What follows belongs to an exercise in optimizing a design on an open flow for small area; a production flow would make more cautious choices.
In this exercise RTL edits were held to simulation tests only and were not proved equivalent to the original.
Power is estimated from default activity; no workload was simulated.

## flow/run.sh

```bash
#!/bin/bash
# Own layout flow: the standard layout, with two changes.
#  1. Synthesis is the standard script (synth_recipe.tcl) with the combinational
#     mapping step changed: no half/full-adder extraction and an area-only ABC
#     mapping (flow/area.abc). Registers are made by the same passes as in the
#     standard synthesis, so they keep their names and cell types.
#  2. Ports are buffered with sky130_fd_sc_hd__buf_1 instead of the default.
#  3. Clock tree synthesis arguments from flow/cts_args.txt when it exists.
# Each tool's output goes to a log file of its own in the work folder.
set -euo pipefail
WORK="$(cd "$(dirname "$0")/.." && pwd)"
cd "$WORK"

# synthesis script: the standard one with our mapping step
sed -e "s#@AREA_ABC@#$WORK/flow/area.abc#" flow/synth_pre.tcl > "$WORK/own_synth.tcl"
tail -n +2 synth_recipe.tcl >> "$WORK/own_synth.tcl"

# the standard make line, with our synthesis script
sed -e "s#SYNTH_SCRIPT=[^ ]*#SYNTH_SCRIPT=$WORK/own_synth.tcl#" standard.sh > own_standard.sh

bash own_standard.sh synth > "$WORK/log_synth.txt" 2>&1
if [[ -f flow/cts_args.txt ]]; then
  export CTS_ARGS="$(tr '\n' ' ' < flow/cts_args.txt)"
fi
BUFFER_PORTS_ARGS="-buffer_cell sky130_fd_sc_hd__buf_1" bash own_standard.sh > "$WORK/log_layout.txt" 2>&1
test -s out/final.def
```

## flow/area.abc

```
strash
&get -n
&dch -f
&nf -R 1000
&put
topo
```

## flow/cts_args.txt

```
-sink_clustering_enable -repair_clock_nets -dont_use_dummy_load -buf_list sky130_fd_sc_hd__clkbuf_4 -root_buf sky130_fd_sc_hd__clkbuf_8 -sink_clustering_size 12 -sink_clustering_max_diameter 60
```

## flow/synth_pre.tcl

```tcl
proc synth {args} { yosys synth -nofsm -noshare {*}$args }
# no half/full-adder extraction
proc extract_fa {args} { puts "extract_fa skipped" }
# area-only mapping script in place of the standard one
proc abc {args} {
  set out {}
  set skip 0
  foreach a $args {
    if { $skip } { set skip 0; continue }
    if { $a eq "-script" } { lappend out -script @AREA_ABC@; set skip 1; continue }
    if { $a eq "-D" } { set skip 1; continue }
    lappend out $a
  }
  yosys abc {*}$out
}
```

## standard.sh

```bash
#!/bin/bash
# synth_recipe.tcl (not shown) runs the flow's synth.tcl, then flattens the netlist and writes it again
# the make line also repeats each setting of config.mk as NAME=value (left out here)
make -C /OpenROAD-flow-scripts/flow DESIGN_CONFIG=/design/flow/config.mk WORK_HOME=/design/flow/orfs CLKGATE_MAP_FILE= SYNTH_SCRIPT=/design/flow/synth_recipe.tcl "${@:-finish}"
```

## config.mk

```make
export PLATFORM = sky130hd
export DESIGN_NAME = pcs_8b_10b
export DESIGN_NICKNAME = pcs_8b_10b
export VERILOG_FILES = /design/flow/design.v
export SDC_FILE = /design/flow/constraint.sdc
export NUM_CORES = 4
export LEC_CHECK = 0
export CAP_MARGIN = 20
export CORE_MARGIN = 2
export CORE_UTILIZATION = 40
export SLEW_MARGIN = 20
```

## constraint.sdc

```tcl
create_clock -name core_clock -period 4.0 [get_ports {clk}]
set_input_delay 0.8000 -clock core_clock [delete_from_list [all_inputs] [get_ports {clk}]]
set_output_delay 0.8000 -clock core_clock [all_outputs]
set_load 0.01 [all_outputs]
```

## design.v

```verilog
module pcs_8b_10b(clk, reset, tx_rd_in, tx_char_val, tx_data_in, tx_data_out, rx_rd_in, rx_char_val, rx_data_in, rx_data_out);
  input clk;
  wire clk;
  input reset;
  wire reset;
  input tx_rd_in;
  wire tx_rd_in;
  input tx_char_val;
  wire tx_char_val;
  input [7:0] tx_data_in;
  wire [7:0] tx_data_in;
  output [9:0] tx_data_out;
  reg [9:0] tx_data_out;
  input rx_rd_in;
  wire rx_rd_in;
  output rx_char_val;
  reg rx_char_val;
  input [9:0] rx_data_in;
  wire [9:0] rx_data_in;
  output [7:0] rx_data_out;
  reg [7:0] rx_data_out;
  wire [7:0] n000;
  wire [1:0] n001;
  wire [9:0] n002;
  wire [8:0] n003;
  wire n004;
  wire n005;
  wire n006;
  wire n007;
  wire n008;
  wire n009;
  wire n010;
  wire n011;
  wire n012;
  wire n013;
  wire n014;
  wire n015;
  wire n016;
  wire n017;
  wire n018;
  wire n019;
  wire n020;
  wire n021;
  wire n022;
  wire n023;
  wire n024;
  wire n025;
  wire n026;
  wire n027;
  wire n028;
  wire n029;
  wire n030;
  wire n031;
  wire n032;
  wire n033;
  wire n034;
  wire n035;
  wire n036;
  wire n037;
  wire n038;
  wire n039;
  wire n040;
  wire n041;
  wire n042;
  wire n043;
  wire n044;
  wire n045;
  wire n046;
  wire n047;
  wire n048;
  wire n049;
  wire n050;
  wire n051;
  wire n052;
  wire n053;
  wire n054;
  wire n055;
  wire n056;
  wire n057;
  wire n058;
  wire n059;
  wire n060;
  wire n061;
  wire n062;
  wire n063;
  wire n064;
  wire n065;
  wire n066;
  wire n067;
  wire n068;
  wire n069;
  wire n070;
  wire n071;
  wire n072;
  wire n073;
  wire n074;
  wire n075;
  wire n076;
  wire n077;
  wire n078;
  wire n079;
  wire n080;
  wire n081;
  wire n082;
  wire n083;
  wire n084;
  wire n085;
  wire n086;
  wire n087;
  wire n088;
  wire n089;
  wire n090;
  wire n091;
  wire n092;
  wire n093;
  wire n094;
  wire n095;
  wire n096;
  wire n097;
  wire n098;
  wire n099;
  wire n100;
  wire n101;
  wire n102;
  wire n103;
  wire n104;
  wire n105;
  wire n106;
  wire n107;
  wire n108;
  wire n109;
  wire n110;
  wire n111;
  wire n112;
  wire n113;
  wire n114;
  wire n115;
  wire n116;
  wire n117;
  wire n118;
  wire n119;
  wire n120;
  wire n121;
  wire n122;
  wire n123;
  wire n124;
  wire n125;
  wire n126;
  wire n127;
  wire n128;
  wire n129;
  wire n130;
  wire n131;
  wire n132;
  wire n133;
  wire n134;
  wire n135;
  wire n136;
  wire n137;
  wire n138;
  wire n139;
  wire n140;
  wire n141;
  wire n142;
  wire n143;
  wire n144;
  wire n145;
  wire n146;
  wire n147;
  wire n148;
  wire n149;
  wire n150;
  wire n151;
  wire n152;
  wire n153;
  wire n154;
  wire n155;
  wire n156;
  wire n157;
  wire n158;
  wire n159;
  wire n160;
  wire n161;
  wire n162;
  wire n163;
  wire n164;
  wire n165;
  wire n166;
  wire n167;
  wire n168;
  wire n169;
  wire n170;
  wire n171;
  wire n172;
  wire n173;
  wire n174;
  wire n175;
  wire n176;
  wire n177;
  wire n178;
  wire n179;
  wire n180;
  wire n181;
  wire n182;
  wire n183;
  wire n184;
  wire n185;
  wire n186;
  wire n187;
  wire n188;
  wire n189;
  wire n190;
  wire n191;
  wire n192;
  wire n193;
  wire n194;
  wire n195;
  wire n196;
  wire n197;
  wire n198;
  wire n199;
  wire n200;
  wire n201;
  wire n202;
  wire n203;
  wire n204;
  wire n205;
  wire n206;
  wire n207;
  wire n208;
  wire n209;
  wire n210;
  wire n211;
  wire n212;
  wire n213;
  wire n214;
  wire n215;
  wire n216;
  wire n217;
  wire n218;
  wire n219;
  wire n220;
  wire n221;
  wire n222;
  wire n223;
  wire n224;
  wire n225;
  wire n226;
  wire n227;
  wire n228;
  wire n229;
  wire n230;
  wire n231;
  wire n232;
  wire n233;
  wire n234;
  wire n235;
  wire n236;
  wire n237;
  wire n238;
  wire n239;
  wire n240;
  wire [4:0] d5;
  reg [7:0] dec_r;
  reg [1:0] e_hi_r;
  wire [1:0] e_kk_r;
  reg [3:0] e_lo_r;
  reg e_rd_r;
  wire in_k28;
  reg k28;
  wire kc;
  reg [8:0] sel_r;
  assign n208 = rx_data_in[7] & ~(rx_data_in[5]);
  assign n209 = ~(rx_data_in[7] & rx_data_in[4]);
  assign n210 = rx_data_in[5] | rx_data_in[4];
  assign n211 = ~(n210 & n209);
  assign n212 = n211 & ~(n208);
  assign n213 = rx_data_in[6] & rx_data_in[7];
  assign n214 = ~(rx_data_in[6] | rx_data_in[7]);
  assign n215 = ~(n214 | n213);
  assign n216 = n215 & ~(n212);
  assign n217 = ~(rx_data_in[9] ^ rx_data_in[4]);
  assign n218 = n216 & ~(n217);
  assign n219 = rx_data_in[9] & ~(rx_rd_in);
  assign n220 = rx_rd_in & ~(rx_data_in[9]);
  assign n221 = n220 | n219;
  assign n222 = n221 & n217;
  assign n223 = n222 & ~(n216);
  assign n224 = ~(rx_data_in[6] | rx_data_in[5]);
  assign n225 = rx_data_in[8] & ~(n224);
  assign n226 = n225 & n209;
  assign n227 = ~rx_data_in[8];
  assign n228 = rx_data_in[6] & rx_data_in[5];
  assign n229 = n227 & ~(n228);
  assign n230 = ~(rx_data_in[7] | rx_data_in[4]);
  assign n231 = n229 & ~(n230);
  assign n232 = rx_rd_in ? n231 : n226;
  assign n233 = n232 | n223;
  assign n234 = n233 | n218;
  assign n235 = n220 & ~(n228);
  assign n236 = n219 & ~(n224);
  assign n237 = ~(n236 | n235);
  assign n238 = n213 | rx_data_in[4];
  assign n239 = n225 & ~(n238);
  assign n240 = ~rx_data_in[4];
  assign n004 = n214 | n240;
  assign n005 = n229 & ~(n004);
  assign n006 = ~(n005 | n239);
  assign n007 = n006 & ~(n237);
  assign d5[1] = n234 & ~(n007);
  assign n008 = ~(rx_data_in[6] ^ rx_data_in[8]);
  assign n009 = ~(n224 | n228);
  assign n010 = ~(rx_data_in[6] | rx_data_in[4]);
  assign n011 = rx_data_in[6] & rx_data_in[4];
  assign n012 = ~(n011 | n010);
  assign n013 = ~(n012 | n009);
  assign n014 = ~(n008 | n212);
  assign n015 = n014 & ~(n013);
  assign d5[3] = d5[1] ? n008 : n015;
  assign n016 = d5[3] & ~(n013);
  assign n017 = ~(rx_data_in[6] ^ rx_data_in[9]);
  assign n018 = ~(n017 | n212);
  assign d5[0] = n018 ^ n016;
  assign n019 = ~(rx_data_in[5] & rx_data_in[4]);
  assign n020 = n227 ? n210 : n019;
  assign n021 = n020 | d5[0];
  assign n022 = n019 & n210;
  assign n023 = n022 | ~(n217);
  assign n024 = ~(n023 & n215);
  assign n025 = n024 ^ n016;
  assign d5[2] = n021 & ~(n025);
  assign n026 = rx_data_in[2] & ~(rx_data_in[3]);
  assign n027 = rx_data_in[3] & ~(rx_data_in[2]);
  assign n028 = ~(n027 | n026);
  assign n029 = ~(rx_data_in[1] | rx_data_in[0]);
  assign n030 = n029 | n028;
  assign n031 = rx_data_in[1] | ~(rx_data_in[2]);
  assign n032 = rx_data_in[3] & ~(n031);
  assign n033 = n032 | rx_data_in[4];
  assign n034 = n030 & ~(n033);
  assign n035 = rx_data_in[1] & rx_data_in[0];
  assign n036 = n035 | n028;
  assign n037 = rx_data_in[1] & ~(rx_data_in[2]);
  assign n038 = n037 & ~(rx_data_in[3]);
  assign n039 = n038 | n240;
  assign n040 = n036 & ~(n039);
  assign n041 = n040 | n034;
  assign n042 = ~rx_data_in[9];
  assign n043 = ~(n011 | n208);
  assign n044 = ~(n043 & n227);
  assign n045 = rx_data_in[5] & ~(rx_data_in[7]);
  assign n046 = ~(n045 | n010);
  assign n047 = rx_data_in[8] & ~(n043);
  assign n048 = ~(n047 | n046);
  assign n049 = n044 & ~(n048);
  assign n050 = n042 & ~(n049);
  assign n051 = n049 & ~(n042);
  assign n052 = n012 | n215;
  assign n053 = rx_data_in[8] ? n043 : n046;
  assign n054 = ~(n053 & n052);
  assign n055 = rx_data_in[5] & ~(rx_rd_in);
  assign n056 = n027 & ~(rx_data_in[1]);
  assign n057 = ~(n056 & n055);
  assign n058 = rx_rd_in & ~(rx_data_in[5]);
  assign n059 = ~(n026 & rx_data_in[1]);
  assign n060 = n058 & ~(n059);
  assign n061 = n057 & ~(n060);
  assign n062 = n061 | n054;
  assign n063 = ~(n062 | n051);
  assign n064 = n063 & ~(n050);
  assign n065 = n041 & ~(n064);
  assign n066 = rx_data_in[8] | rx_rd_in;
  assign n067 = n066 | n019;
  assign n068 = n067 | n017;
  assign n069 = n068 | d5[0];
  assign n070 = n234 & ~(n237);
  assign n071 = n054 & ~(n070);
  assign n072 = n230 & ~(n227);
  assign n073 = ~(n072 & n058);
  assign n074 = n071 & ~(n073);
  assign n075 = n074 | n041;
  assign n076 = n069 & ~(n075);
  assign kc = ~(n076 | n065);
  assign n077 = rx_data_in[0] & ~(rx_data_in[1]);
  assign n078 = rx_data_in[0] & ~(rx_data_in[3]);
  assign n079 = n078 | n077;
  assign n080 = rx_data_in[3] & ~(rx_data_in[0]);
  assign n081 = rx_data_in[1] & ~(rx_data_in[0]);
  assign n082 = n081 | n080;
  assign n083 = rx_rd_in ? n079 : n082;
  assign n003[7] = kc ? n083 : dec_r[7];
  assign n084 = ~(n081 | n077);
  assign n085 = rx_data_in[2] ^ rx_rd_in;
  assign n086 = n085 ^ n084;
  assign n003[6] = kc ? n086 : dec_r[6];
  assign n087 = ~(n080 | n078);
  assign n088 = n028 & ~(n087);
  assign n089 = rx_data_in[3] ^ rx_rd_in;
  assign n090 = n089 | n088;
  assign n003[5] = kc ? n090 : dec_r[5];
  assign n091 = n051 & ~(n058);
  assign n092 = n050 & ~(n055);
  assign n093 = ~(n092 | n091);
  assign d5[4] = n093 & ~(n071);
  assign n003[4] = kc | dec_r[4];
  assign n094 = ~n009;
  assign n003[3] = kc ? n094 : dec_r[3];
  assign n095 = ~(n012 & n215);
  assign n003[2] = kc ? n095 : dec_r[2];
  assign n003[1] = kc ? n232 : dec_r[1];
  assign n003[0] = kc ? d5[0] : dec_r[0];
  assign n096 = rx_rd_in & ~(n074);
  assign n097 = n069 & ~(n096);
  assign n098 = n026 & ~(n084);
  assign n099 = n098 | n088;
  assign n100 = n027 & ~(n084);
  assign n101 = n100 | n088;
  assign n000[6] = n097 ? n099 : n101;
  assign n000[5] = n097 ? n101 : n099;
  assign n102 = ~(k28 & tx_char_val);
  assign n103 = tx_char_val & ~(e_kk_r[0]);
  assign n104 = n102 & ~(n103);
  assign n105 = e_lo_r[2] | e_lo_r[0];
  assign n106 = e_lo_r[1] & e_lo_r[0];
  assign n107 = ~(e_lo_r[1] | e_lo_r[0]);
  assign n108 = e_lo_r[2] ? n106 : n107;
  assign n109 = ~e_lo_r[3];
  assign n110 = n106 ^ n109;
  assign n111 = n110 & n108;
  assign n112 = e_lo_r[1] & ~(n111);
  assign n113 = n105 & ~(n112);
  assign n114 = n104 & ~(n113);
  assign n115 = n108 | tx_char_val;
  assign n116 = e_lo_r[3] & ~(e_lo_r[2]);
  assign n117 = ~e_lo_r[2];
  assign n118 = n106 ? e_lo_r[3] : n117;
  assign n119 = n118 & ~(n116);
  assign n120 = e_lo_r[2] & e_lo_r[3];
  assign n121 = n107 & ~(n120);
  assign n122 = ~(n121 | n119);
  assign n123 = e_lo_r[3] & ~(n107);
  assign n124 = n117 & ~(n106);
  assign n125 = n124 | ~(n123);
  assign n126 = tx_data_in[4] ? n125 : n122;
  assign n127 = n126 & ~(n115);
  assign n128 = ~e_rd_r;
  assign n129 = tx_data_in[4] | tx_char_val;
  assign n130 = n110 & ~(n129);
  assign n131 = n130 ^ n128;
  assign n132 = ~(n131 | n127);
  assign n002[8] = n132 ^ n114;
  assign n133 = e_rd_r & ~(n127);
  assign n134 = ~(n107 & n109);
  assign n135 = n129 | n106;
  assign n136 = n135 | n123;
  assign n137 = n134 & ~(n136);
  assign n138 = n102 & ~(n137);
  assign n139 = ~n103;
  assign n140 = n134 & ~(e_lo_r[2]);
  assign n141 = n139 & ~(n140);
  assign n142 = n141 & ~(n130);
  assign n143 = n142 | ~(n138);
  assign n002[7] = n143 ^ n133;
  assign n144 = e_lo_r[3] & ~(n103);
  assign n145 = n144 & ~(n108);
  assign n146 = n145 | ~(n102);
  assign n002[6] = n146 ^ n132;
  assign n147 = n129 | n111;
  assign n148 = n103 & ~(k28);
  assign n149 = n147 & ~(n148);
  assign n002[5] = n149 ^ n133;
  assign n150 = n139 & ~(n122);
  assign n151 = n138 & ~(n150);
  assign n152 = n129 | e_lo_r[2];
  assign n153 = n152 | n110;
  assign n154 = ~(n153 & n151);
  assign n002[4] = n133 ? n151 : n154;
  assign n155 = tx_data_in[7] & ~(tx_char_val);
  assign n156 = ~(e_hi_r[1] | tx_char_val);
  assign n157 = e_hi_r[0] ? e_hi_r[1] : n156;
  assign n158 = n157 & ~(n155);
  assign n159 = tx_char_val & ~(k28);
  assign n160 = e_hi_r[0] | e_hi_r[1];
  assign n161 = n103 & ~(n160);
  assign n162 = n161 | n159;
  assign n163 = ~(n162 | n158);
  assign n164 = ~(n160 | tx_char_val);
  assign n165 = n103 & ~(n162);
  assign n166 = n165 | n164;
  assign n167 = ~tx_data_in[7];
  assign n168 = e_hi_r[0] & e_hi_r[1];
  assign n169 = n168 | tx_char_val;
  assign n170 = n169 ? e_rd_r : n167;
  assign n002[0] = n166 ? n128 : n170;
  assign n171 = ~(n002[0] ^ n163);
  assign n172 = n171 | e_hi_r[1];
  assign n173 = ~(n159 | e_hi_r[0]);
  assign n174 = e_rd_r & tx_char_val;
  assign n175 = ~(n174 & e_hi_r[1]);
  assign n176 = ~(n175 & n173);
  assign n177 = n172 & ~(n176);
  assign n178 = n174 & ~(n173);
  assign n179 = e_rd_r | tx_char_val;
  assign n180 = e_hi_r[1] & ~(n179);
  assign n181 = n180 | n178;
  assign n002[2] = n181 | n177;
  assign n002[1] = ~n171;
  assign n182 = n097 & ~(n028);
  assign n183 = n077 & ~(n182);
  assign n184 = ~(n097 | n028);
  assign n185 = n081 & ~(n184);
  assign n000[7] = n185 | n183;
  assign n186 = n116 & ~(e_lo_r[1]);
  assign n187 = ~(n186 | e_lo_r[0]);
  assign n188 = n104 & ~(n187);
  assign n002[9] = n188 ^ n132;
  assign n189 = n156 & e_hi_r[0];
  assign n190 = e_kk_r[0] & ~(n173);
  assign n191 = n156 | e_hi_r[0];
  assign n192 = k28 & ~(e_hi_r[1]);
  assign n193 = tx_char_val & ~(n192);
  assign n194 = n191 & ~(n193);
  assign n195 = n194 | n190;
  assign n196 = n195 ? n128 : n174;
  assign n002[3] = n196 | n189;
  assign n197 = ~(tx_data_in[0] | tx_data_in[1]);
  assign n198 = tx_data_in[2] & tx_data_in[3];
  assign n199 = ~(n198 & tx_data_in[4]);
  assign in_k28 = n197 & ~(n199);
  assign n200 = tx_data_in[0] & tx_data_in[1];
  assign n201 = n200 ^ n198;
  assign n202 = ~(tx_data_in[6] & tx_data_in[5]);
  assign n203 = n202 & ~(n197);
  assign n204 = ~(tx_data_in[2] | tx_data_in[3]);
  assign n205 = ~(tx_data_in[7] & tx_data_in[4]);
  assign n206 = n205 | n204;
  assign n207 = n206 | n203;
  assign n001[0] = n201 & ~(n207);
  always @(posedge clk)
    dec_r[0] <= d5[0];
  always @(posedge clk)
    dec_r[1] <= d5[1];
  always @(posedge clk)
    dec_r[2] <= d5[2];
  always @(posedge clk)
    dec_r[3] <= d5[3];
  always @(posedge clk)
    dec_r[4] <= d5[4];
  always @(posedge clk)
    dec_r[5] <= n000[5];
  always @(posedge clk)
    dec_r[6] <= n000[6];
  always @(posedge clk)
    dec_r[7] <= n000[7];
  always @(posedge clk)
    sel_r[0] <= n003[0];
  always @(posedge clk)
    sel_r[1] <= n003[1];
  always @(posedge clk)
    sel_r[2] <= n003[2];
  always @(posedge clk)
    sel_r[3] <= n003[3];
  always @(posedge clk)
    sel_r[4] <= n003[4];
  always @(posedge clk)
    sel_r[5] <= n003[5];
  always @(posedge clk)
    sel_r[6] <= n003[6];
  always @(posedge clk)
    sel_r[7] <= n003[7];
  always @(posedge clk)
    sel_r[8] <= kc;
  always @(posedge clk)
    rx_data_out[0] <= sel_r[0];
  always @(posedge clk)
    rx_data_out[1] <= sel_r[1];
  always @(posedge clk)
    rx_data_out[2] <= sel_r[2];
  always @(posedge clk)
    rx_data_out[3] <= sel_r[3];
  always @(posedge clk)
    rx_data_out[4] <= sel_r[4];
  always @(posedge clk)
    rx_data_out[5] <= sel_r[5];
  always @(posedge clk)
    rx_data_out[6] <= sel_r[6];
  always @(posedge clk)
    rx_data_out[7] <= sel_r[7];
  always @(posedge clk)
    rx_char_val <= sel_r[8];
  always @(posedge clk)
    e_lo_r[0] <= tx_data_in[0];
  always @(posedge clk)
    e_lo_r[1] <= tx_data_in[1];
  always @(posedge clk)
    e_lo_r[2] <= tx_data_in[2];
  always @(posedge clk)
    e_lo_r[3] <= tx_data_in[3];
  always @(posedge clk)
    e_hi_r[0] <= tx_data_in[5];
  always @(posedge clk)
    e_hi_r[1] <= tx_data_in[6];
  always @(posedge clk)
    e_rd_r <= tx_rd_in;
  reg \e_kk_r_reg[0] ;
  always @(posedge clk)
    \e_kk_r_reg[0]  <= n001[0];
  assign e_kk_r[0] = \e_kk_r_reg[0] ;
  always @(posedge clk)
    k28 <= in_k28;
  always @(posedge clk)
    tx_data_out[0] <= n002[0];
  always @(posedge clk)
    tx_data_out[1] <= n002[1];
  always @(posedge clk)
    tx_data_out[2] <= n002[2];
  always @(posedge clk)
    tx_data_out[3] <= n002[3];
  always @(posedge clk)
    tx_data_out[4] <= n002[4];
  always @(posedge clk)
    tx_data_out[5] <= n002[5];
  always @(posedge clk)
    tx_data_out[6] <= n002[6];
  always @(posedge clk)
    tx_data_out[7] <= n002[7];
  always @(posedge clk)
    tx_data_out[8] <= n002[8];
  always @(posedge clk)
    tx_data_out[9] <= n002[9];
  assign n000[4:0] = d5;
  assign n001[1] = in_k28;
  assign n003[8] = kc;
  assign e_kk_r[1] = k28;
endmodule
```

==> flow_summary_export.csv, run 1 <==
group,metric,value,unit
run_status,outcome,"complete, no violations",
synth,synth_seq_area_share,44.3,%
finish,reg.largest.list,"tx_data_out x10, sel_r x9",
global_route,grt_start_max_net_pins,21,
route,viasPerCell,4.89,
synth,netlist_area,2030,µm²
synth,yosysUniqueCellTypes,33,
synth,synth_nets,267,
finish,n_fill_cell,485,
worst_setup_path,rrSetupSlack,2.19,ns
cts,clk_pin_slew,0.07,ns
die,die_y,75.3,µm
worst_setup_path,r2r_start,"e_lo_r[0]",
global_route,antenna_found_initial,0,
worst_setup_path,arrival,3.67,ns
worst_setup_path,path_delay_family,"simple AND/OR/NAND/NOR gates",
timing,max_freq,290,MHz
synth,synthFlopType,"dfxtp_1",
cts,cts-root-buf,"clkbuf_8",
die,placementRows,25,
timing,slew_viol_final,0,
cts,post-cts-setup-buffer-count,0,
worst_setup_path,crit_required,4.22,ns
min_path,hp-start,"sel_r[1]",
synth,ys_warn_count,1,
pwr,p_per_area,427,nW/µm²
worst_setup_path,path_class,"primary input to register",
finish,largest_reg_flops,10,
route,drc,0,
timing,worstMarginPinSlew,0.735,ns
synth,avgSynthCellArea,8.34,µm²
worst_setup_path,startpoint_type,"primary input",
timing,tns,0,ns
worst_setup_path,reg2regPathDepth,9,
min_path,hold_path_depth,0,
die,io_pins,42,
cts,cts_buffers,5,
route,drt_wl_total,4070,µm
timing,setup_ws,0.555,ns
route,dr.pass1.iters,4,
cts,cts_max_level,2,
die,fp.coreArea,4820,µm²
placement,dp_slack,0.227,ns
timing,skew,0.0204,ns
die,die_w,75.3,µm
synth,synth-edff-count,0,
synth,ys_top_cells_by_area,"dfxtp_1, a21oi_1, xnor2_1",
placement,gp_congestion,0.833,
synth,synth_area_leader_cell,"dfxtp_1",
global_route,grt_remaining_overflow,0,
timing,hold_violations,0,
placement,io_buffers,40,
flow_run,max_cap_violations,0,
finish,instances_no_fill,364,
finish,diodes,0,
worst_setup_path,timing.critical_path.buf_inv,3,
timing,setup_viol,0,
die,start_util,42.2,%
worst_setup_path,slowest_stage,"a21boi_0",
finish,area_delta_synth_final,17.8,%
route,vias,1780,
cts,cts_resized,0,
die,die_area,5670,µm²
placement,dp_cells,359,
worst_setup_path,reg2reg_to,"tx_data_out[7]",
timing,rsz0062_at_grt,"no",
global_route,grt_use_total,16.3,%
placement,dp.final_hpwl,3190,µm
worst_setup_path,path_cells,"buf_1, or2_0, a21boi_0, buf_4, nor3_1, nor2_1, o21ai_0, and2_0, mux2_1, nor2b_1, xnor2_1, nand2_1, a31oi_1, buf_4, nor2_1, a31oi_1",
finish,num-nets-final,322,
cts,clk_latency,0.30,ns
timing,fin_crit,3.44,ns
pwr,leakage,0.000901,µW
timing,relSlewSlack,51.0,%
route,wire_per_inst,11.2,µm
global_route,grt_pass1_vias,1631,
global_route,grt_pass1_wl,6980,µm
cts,clkSinkCount,45,
finish,drive_above_1_share,4.38,%
synth,synth_commonest_cells,"dfxtp_1, nor2_1, a21oi_1, nand2_1",
synth,async_flop_share,0,%
synth,yosysTopAreaCellShare,44.3,%
min_path,hp-class,"register to register",
finish,top_register,"tx_data_out",
synth,yosysMostFrequentCell,"dfxtp_1",
synth,synth-seq-cells,45,
timing,timing.final.crit_share,86.1,%
worst_setup_path,crit_path_end_kind,"register",
worst_setup_path,crit_path_max_fanout,14,
route,drtIter0Drc,93,
worst_setup_path,slowest_delay,0.36,ns
finish,fin_util,49.8,%
route,antenna_left,0,
cts,cts_tree,"built",
cts,cts_buffer_depth,2,
cts,cts_hold_buf,0,
pwr,ir_drop,0.000132,V
min_path,hold_end,"rx_data_out[1]",
synth,synthCells,244,
==> layout make-up <==
class                   instances  area [µm²]  share of cell area (%)
multi-input cells             190        1100                    45.9
flip-flops and latches         45         901                    37.6
repair buffers                 48         210                    8.77
well taps                      67        83.8                    3.50
clock buffers                   5        68.8                    2.87
inverters                       9        33.8                    1.41
==> stage by stage <==
stage | instance area, µm² | hold slack (ns) | power (µW)
2_1_floorplan | 2030 | 0.310 | 704
3_3_place_gp | 2330 | 0.310 | 788
3_5_place_dp | 2330 | 0.312 | 793
4_1_cts | 2400 | 0.332 | 1040
5_1_grt | 2400 | 0.345 | 1090
6_report | 2400 | 0.330 | 1020
==> placed cells by master, fill, tap and decap left out, types with 5 or more instances in the layout <==
master	synthesis	final
xnor2_1	16	16
a31oi_1	5	5
mux2i_1	6	6
and2_0	5	5
nand2b_1	7	7
a21oi_1	30	30
buf_4	0	8
buf_1	0	40
or2_0	5	5
nand2_1	18	18
clkinv_1	9	9
clkbuf_8	0	5
nor2_1	32	32
o21ai_0	16	16
nor2b_1	9	9
nor3_1	10	10
dfxtp_1	45	45
==> metal layers <==
metal  share of wire (%)  vias to the layer above  GRT usage [%]
met2                  50                       37           27.7
met3                 3.8                        5           4.10
met4                 1.4                        0           8.58
met5                   0                        -              0
li1                    -                      961              -
met1                  45                      777           18.8
==> kinds of logic (layout without fill, tap and decap cells) <==
| group | Yosys count | count (layout) | synth area share [%] |
|---|---|---|---|
| AND/OR/NAND/NOR | 96 | 96 | 22.9 |
| multiplexers | 8 | 8 | 4.06 |
| flip-flops | 45 | 45 | 44.3 |
| buffers and inverters | 9 | 62 | 1.66 |
| XOR/XNOR | 20 | 20 | 8.61 |
| AO/OA/AOI/OAI | 66 | 66 | 18.5 |
==> how the worst max path moves through the flow <==
stage | start | cells after the start | slack (ns) | endpoint
2_1_floorplan | rx_data_in[4] | 11 | 0.22 | sel_r[1]
3_3_place_gp | rx_data_in[4] | 16 | 0.22 | sel_r[2]
3_5_place_dp | rx_data_in[4] | 16 | 0.23 | sel_r[2]
4_1_cts | rx_data_in[4] | 16 | 0.55 | sel_r[2]
5_1_grt | rx_data_in[4] | 16 | 0.22 | sel_r[2]
6_report | rx_data_in[4] | 16 | 0.56 | sel_r[2]
==> power by group <==
group          switching [µW]  internal, µW  total (µW)  leakage (µW)
combinational             133          95.8         229      0.000486
sequential               23.0           527         550      0.000378
clock                     131           112         244     0.0000359
total                     287           735        1020      0.000901
==> run 2: changes to the inputs <==
==> flow/cts_args.txt (replaced) <==
-sink_clustering_enable -repair_clock_nets -dont_use_dummy_load -buf_list sky130_fd_sc_hd__clkbuf_16 -root_buf sky130_fd_sc_hd__clkbuf_16 -sink_clustering_size 50 -sink_clustering_max_diameter 500
--- a/config.mk
+++ b/config.mk
@@ -7,5 +7,7 @@
 export LEC_CHECK = 0
 export CAP_MARGIN = 20
 export CORE_MARGIN = 2
-export CORE_UTILIZATION = 40
+export CORE_UTILIZATION = 60
+export GPL_TIMING_DRIVEN = 0
+export PLACE_DENSITY = 0.7
 export SLEW_MARGIN = 20
==> run 2 against run 1 <==
Still clean on timing, DRC and antenna. Cell count down 7.4%. Sequential power about the same. Via count up 3.2%. Clock power up 46%. Register-to-register slack worse by 0.04 ns. Setup slack worse by 0.19 ns. Cell area up 0.31%. Hold slack worse by 0.010 ns. Critical endpoint is now sel_r[1]. Largest cell class unchanged.
==> flow_summary_export.csv, run 2 <==
group,metric,value,unit
run_status,outcome,"complete, no violations",
global_route,grt_start_max_net_pins,21,
die,io_pins,42,
timing,worstMarginPinSlew,0.725,ns
global_route,antenna_found_initial,0,
synth,synthCells,244,
finish,num-nets-final,316,
min_path,hp-class,"register to register",
route,vias,1837,
flow_run,max_cap_violations,0,
timing,relSlewSlack,51.6,%
finish,final_common_cell,"dfxtp_1",
worst_setup_path,path_cells,"buf_1, or2_0, a21boi_1, o21ai_0, o21ai_0, and2_0, mux2_1, nor2b_1, xnor2_2, nand2_1, a31oi_4, mux2_1",
worst_setup_path,slowest_delay,0.35,ns
route,drt_wl_total,3880,µm
global_route,grt_remaining_overflow,0,
synth,ys_top_cells_by_area,"dfxtp_1, a21oi_1, xnor2_1",
synth,yosysMostFrequentCell,"dfxtp_1",
synth,netlist_area,2030,µm²
cts,cts-root-buf,"clkbuf_16",
worst_setup_path,crit_required,4.15,ns
timing,slew_viol_final,0,
route,drc,0,
synth,synth-edff-count,0,
die,die_w,62.2,µm
min_path,hold_end,"rx_data_out[2]",
cts,cts_buffers,5,
cts,cts_hold_buf,0,
timing,max_freq,275,MHz
worst_setup_path,reg2reg_to,"tx_data_out[4]",
timing,skew,0.00441,ns
synth,yosysUniqueCellTypes,33,
synth,synthFlopType,"dfxtp_1",
global_route,grt_use_total,21.3,%
synth,avgSynthCellArea,8.34,µm²
synth,synth-seq-cells,45,
pwr,leakage,0.000904,µW
placement,dp_slack,-0.496,ns
worst_setup_path,r2r_start,"e_lo_r[0]",
min_path,hold_path_depth,0,
placement,dp.final_hpwl,2850,µm
route,dr.pass1.iters,4,
worst_setup_path,arrival,3.79,ns
placement,gp_congestion,0.851,
worst_setup_path,crit_path_max_fanout,12,
cts,cts_max_level,2,
pwr,ir_drop,0.000288,V
cts,cts_tree,"built",
timing,fin_crit,3.64,ns
finish,area_delta_synth_final,18.2,%
placement,io_buffers,40,
finish,reg.largest.list,"tx_data_out x10, sel_r x9",
timing,whs,0.320,ns
timing,rsz0062_at_grt,"no",
timing,setup_ws,0.361,ns
global_route,grt_pass1_vias,1626,
cts,clkSinkCount,45,
timing,hold_violations,0,
route,viasPerCell,5.45,
route,antenna_left,0,
finish,diodes,0,
die,placementRows,21,
pwr,power,1130,µW
die,die_area,3870,µm²
timing,setup_viol,0,
cts,clk_pin_slew,0.05,ns
worst_setup_path,rrSetupSlack,2.15,ns
synth,yosysTopAreaCellShare,44.3,%
synth,synth_nets,267,
cts,cts_buffer_depth,2,
worst_setup_path,path_class,"primary input to register",
finish,fin_util,73.2,%
synth,ys_warn_count,1,
die,start_util,61.9,%
synth,synth_area_leader_cell,"dfxtp_1",
route,drtIter0Drc,96,
finish,top_register,"tx_data_out",
finish,final_cell_mix,"dfxtp_1, buf_1, nor2_1",
synth,synth_commonest_cells,"dfxtp_1, nor2_1, a21oi_1, nand2_1",
worst_setup_path,slowest_stage,"mux2_1",
route,wire_per_inst,11.5,µm
worst_setup_path,startpoint_type,"primary input",
finish,drive_above_1_share,3.09,%
finish,largest_reg_flops,10,
worst_setup_path,reg2regPathDepth,9,
min_path,hp-start,"sel_r[2]",
synth,synth_seq_area_share,44.3,%
timing,tns,0,ns
die,die_y,62.2,µm
timing,timing.final.crit_share,91.0,%
die,fp.coreArea,3280,µm²
pwr,p_per_area,472,nW/µm²
global_route,grt_pass1_wl,6560,µm
worst_setup_path,crit_path_end_kind,"register",
cts,clk_latency,0.27,ns
synth,async_flop_share,0,%
## run 2: routing by layer
layer	track usage (%)	share of wire, %
met1	22.5	40
met3	6.16	8.2
met2	38.9	49
met4	10.3	2.9
met5	0	0
## run 2: power by group
group	switching, µW	leakage [µW]	total (µW)	internal (µW)
Clock	136	0.0000616	356	220
Combinational	135	0.000464	228	92.7
Sequential	22.8	0.000378	551	528
## run 2: kinds of logic after synthesis
kind of cell / share of synthesized area (%)
and+or+nand+nor: 22.9
AOI/OAI and AO/OA: 18.5
DFF: 44.3
xor gates and xnor gates: 8.61
buffers and inverters: 1.66
muxes: 4.06
## run 2: how the worst max path moves through the flow
| stage | startpoint | endpoint | slack [ns] | cells past startpoint |
|---|---|---|---|---|
| after floorplan | rx_data_in[4] | sel_r[1] | 0.22 | 11 |
| after global placement | rx_data_in[4] | sel_r[1] | -0.81 | 12 |
| after detailed placement | rx_data_in[4] | sel_r[1] | -0.50 | 12 |
| after CTS | rx_data_in[4] | sel_r[1] | 0.12 | 12 |
| after global routing | rx_data_in[4] | sel_r[1] | 0.08 | 12 |
| final | rx_data_in[4] | sel_r[1] | 0.36 | 12 |
## run 2: cell type report
class,count,area [µm²]
multi-input cells,190,1120
flip-flops and latches,45,901
fillers,274,880
repair buffers,42,165
clock buffers,5,125
well taps,46,57.6
inverters,9,33.8
## run 2: per-stage QoR
step                      cell area [µm²]  cells
final                                2400    337
after global routing                 2400    337
after CTS                            2400    337
after detailed placement             2250    330
after global placement               2240    330
after floorplan                      2030    244
## run 2: worst max-delay path, delay by kind of cell
kind                   cells  cell delay [ns]
buffers and inverters      1             0.24
AND/OR/NAND/NOR            4             0.89
XOR/XNOR                   1             0.25
multiplexers               2             0.69
AO/OA/AOI/OAI              4             0.91
## run 2: what timing repair did
action,in CTS,in global routing
endpoints found under the hold margin,0,0
buffers inserted,2,0
pin swaps,1,0
resized for setup,1,2
setup endpoints to repair,7,10
==> run 3: changes to the inputs <==
==> flow/cts_args.txt (replaced) <==
-sink_clustering_enable -repair_clock_nets -dont_use_dummy_load -buf_list sky130_fd_sc_hd__clkbuf_8 -root_buf sky130_fd_sc_hd__clkbuf_8
==> run 3 against run 2 <==
Largest power group unchanged. Setup slack worse by 0.0084 ns. Global-route usage down 0.61 points. Still clean on timing, DRC and antenna. Clock power down 33%. Sequential share of layout area up 0.90 points. Critical endpoint unchanged. Cell area down 2.3%. Via count down 1.4%. Hold slack worse by 0.0056 ns. Non-clock buffer count unchanged. Clock-buffer cell count unchanged.
==> flow_summary_export.csv, run 3 <==
group,metric,value,unit
finish,n_fill_cell,286,
synth,async_flop_share,0,%
min_path,hp-class,"register to register",
finish,drive_above_1_share,3.09,%
synth,yosysUniqueCellTypes,33,
die,io_pins,42,
route,route.met2.wl,1900,µm
synth,synthCells,244,
pwr,ir_drop,0.000236,V
timing,worstMarginPinSlew,0.720,ns
finish,num-nets-final,316,
timing,relSlewSlack,52.0,%
route,vias,1811,
cts,cts-root-buf,"clkbuf_8",
timing,setup_ws,0.353,ns
pwr,leakage,0.000878,µW
die,die_area,3870,µm²
run_status,outcome,"complete, no violations",
pwr,power,1010,µW
placement,gp_congestion,0.851,
pwr,p_per_area,431,nW/µm²
global_route,grt_pass1_wl,6440,µm
die,die_w,62.2,µm
worst_setup_path,reg2reg_to,"tx_data_out[2]",
finish,top_register,"tx_data_out",
global_route,grt_start_max_net_pins,21,
synth,yosysTopAreaCellShare,44.3,%
global_route,grt_remaining_overflow,0,
finish,reg.largest.list,"tx_data_out x10, sel_r x9",
die,fp.coreArea,3280,µm²
route,wl_met3,259,µm
timing,rsz0062_at_grt,"no",
finish,final_common_cell,"dfxtp_1",
min_path,hold_end,"rx_data_out[2]",
route,viasPerCell,5.37,
worst_setup_path,reg2regPathDepth,9,
global_route,grt_use_total,20.7,%
synth,synth_nets,267,
worst_setup_path,path_class,"primary input to register",
timing,max_freq,274,MHz
cts,cts_tree,"built",
worst_setup_path,crit_path_end_kind,"register",
finish,final_cell_mix,"dfxtp_1, buf_1, nor2_1",
worst_setup_path,startpoint_type,"primary input",
synth,synth_seq_area_share,44.3,%
route,maxUsedRoutingLayer,"met4",
global_route,grt_pass1_vias,1612,
synth,synth-seq-cells,45,
timing,setup_viol,0,
finish,fin_util,71.5,%
cts,clkSinkCount,45,
die,start_util,61.9,%
finish,area_delta_synth_final,15.4,%
placement,io_buffers,40,
cts,clk_pin_slew,0.08,ns
timing,fin_crit,3.65,ns
route,drtIter0Drc,100,
global_route,antenna_found_initial,0,
route,antenna_left,0,
route,dr.pass1.iters,4,
synth,synth-edff-count,0,
placement,dp_cells,330,
synth,netlist_area,2030,µm²
route,wire_per_inst,11.4,µm
finish,multiInputGateArea,1120,µm²
finish,ff_latch_area,901,µm²
worst_setup_path,crit_path_max_fanout,12,
cts,cts_hold_buf,0,
synth,synth_commonest_cells,"dfxtp_1, nor2_1, a21oi_1, nand2_1",
cts,cts_buffer_depth,2,
flow_run,max_cap_violations,0,
route,drc,0,
cts,cts_max_level,2,
cts,cts_buffers,5,
synth,avgSynthCellArea,8.34,µm²
timing,hold_violations,0,
die,placementRows,21,
worst_setup_path,r2r_start,"e_kk_r_reg[0]",
finish,instances_no_fill,337,
route,met1_length,1630,µm
min_path,hp-start,"sel_r[2]",
placement,dp.final_hpwl,2850,µm
worst_setup_path,crit_required,4.16,ns
worst_setup_path,rrSetupSlack,2.16,ns
die,die_y,62.2,µm
route,drt_wl_total,3830,µm
finish,diodes,0,
worst_setup_path,arrival,3.80,ns
synth,yosysMostFrequentCell,"dfxtp_1",
synth,ys_top_cells_by_area,"dfxtp_1, a21oi_1, xnor2_1",
timing,skew,0.0117,ns
synth,ys_warn_count,1,
timing,whs,0.315,ns
timing,slew_viol_final,0,
placement,dp_slack,-0.496,ns
cts,clk_latency,0.28,ns
synth,synth_area_leader_cell,"dfxtp_1",
finish,largest_reg_flops,10,
synth,synthFlopType,"dfxtp_1",
min_path,hold_path_depth,0,
timing,timing.final.crit_share,91.2,%
==> run 3: cell count changes in the layout (fill, tap and decap cells not counted) <==
cell | before | now
clkbuf_16 | 5 | 0
clkbuf_8 | 0 | 5
==> run 3: final cells by class <==
type                            count  area share, %
Multi-Input combinational cell    190           47.8
Timing Repair Buffer               42           7.03
Tap cell                           46           2.45
Clock buffer                        5           2.93
Inverter                            9           1.44
Sequential cell                    45           38.4
==> run 3: worst max-delay path, cell delays in order <==
cell	delay [ns]
buf_1	0.25
or2_0	0.35
a21boi_1	0.30
o21ai_0	0.14
o21ai_0	0.23
and2_0	0.21
mux2_1	0.34
nor2b_1	0.18
xnor2_2	0.25
nand2_1	0.15
a31oi_4	0.24
mux2_1	0.36
==> run 3: cells by family (layout without fill, tap and decap cells) <==
family	after synthesis	count (layout)	share of synthesized area [%]
AND/OR/NAND/NOR	96	96	22.9
AO/OA/AOI/OAI	66	66	18.5
flip-flops	45	45	44.3
XOR/XNOR	20	20	8.61
buffers and inverters	9	56	1.66
multiplexers	8	8	4.06
==> run 3: repair_timing <==
item | CTS | global route
setup endpoints to repair | 4 | 10
setup buffers | 2 | 0
endpoints found under the hold margin | 0 | 0
gates resized for setup | 1 | 2
gates cloned | 0 | 0
pin swaps | 1 | 0
==> run 3: worst max-delay path by stage <==
stage | start | to | slack (ns) | depth (start not counted)
after detailed placement | rx_data_in[4] | sel_r[1] | -0.50 | 12
final | rx_data_in[4] | sel_r[1] | 0.35 | 12
after global routing | rx_data_in[4] | sel_r[1] | 0.1 | 12
after global placement | rx_data_in[4] | sel_r[1] | -0.81 | 12
after CTS | rx_data_in[4] | sel_r[1] | 0.13 | 12
after floorplan | rx_data_in[4] | sel_r[1] | 0.22 | 11
==> run 3: routing by layer <==
metal,up-vias,track usage (%)
met5,-,0
met4,0,6.67
met3,4,6.16
met2,63,38.7
met1,801,22.2
li1,943,-
==> run 3: power breakdown <==
part / leakage (µW) / switching (µW) / internal, µW
Clock: 0.0000359 / 125 / 113
Sequential: 0.000378 / 22.1 / 527
Combinational: 0.000464 / 134 / 92.7
==> run 3: through the flow <==
step	setup TNS [ns]	instance area (µm²)
floorplan	0	2030
detailed placement	-2.46	2250
CTS	0	2340
global route	0	2350
global placement	-5.61	2240
finish	0	2350

-- static timing again, ports no longer ideal --
The flow's constraints put no driver on any port. The routed layouts listed below were extracted and timed again, unchanged, in two steps.
Step 1, drivers: a clkbuf_16 drives clk and a buf_2 each remaining input, both assumed.
Step 2 also shifts input and output timing later by t, the mid clock arrival at the registers, as if the neighbouring blocks saw the same clock.
a / b / c = no drivers / after step 1 / after step 2; a / b = the first two.
run	t (ns)	slack for setup (ns)	hold WS [ns]	worst data-port slew with drivers (ns)
run 1	0.314	0.555 / 0.556 / 0.242	0.330 / 0.330 / 0.330	0.04
run 2	0.303	0.361 / 0.375 / 0.072	0.320 / 0.320 / 0.320	0.04
run 3	0.300	0.353 / 0.359 / 0.059	0.315 / 0.315 / 0.315	0.04
After both steps setup and hold are still met in every run listed. The setup slack of run 1, which loses most, moves by +0.001 ns with the drivers and by -0.313 ns with both steps.
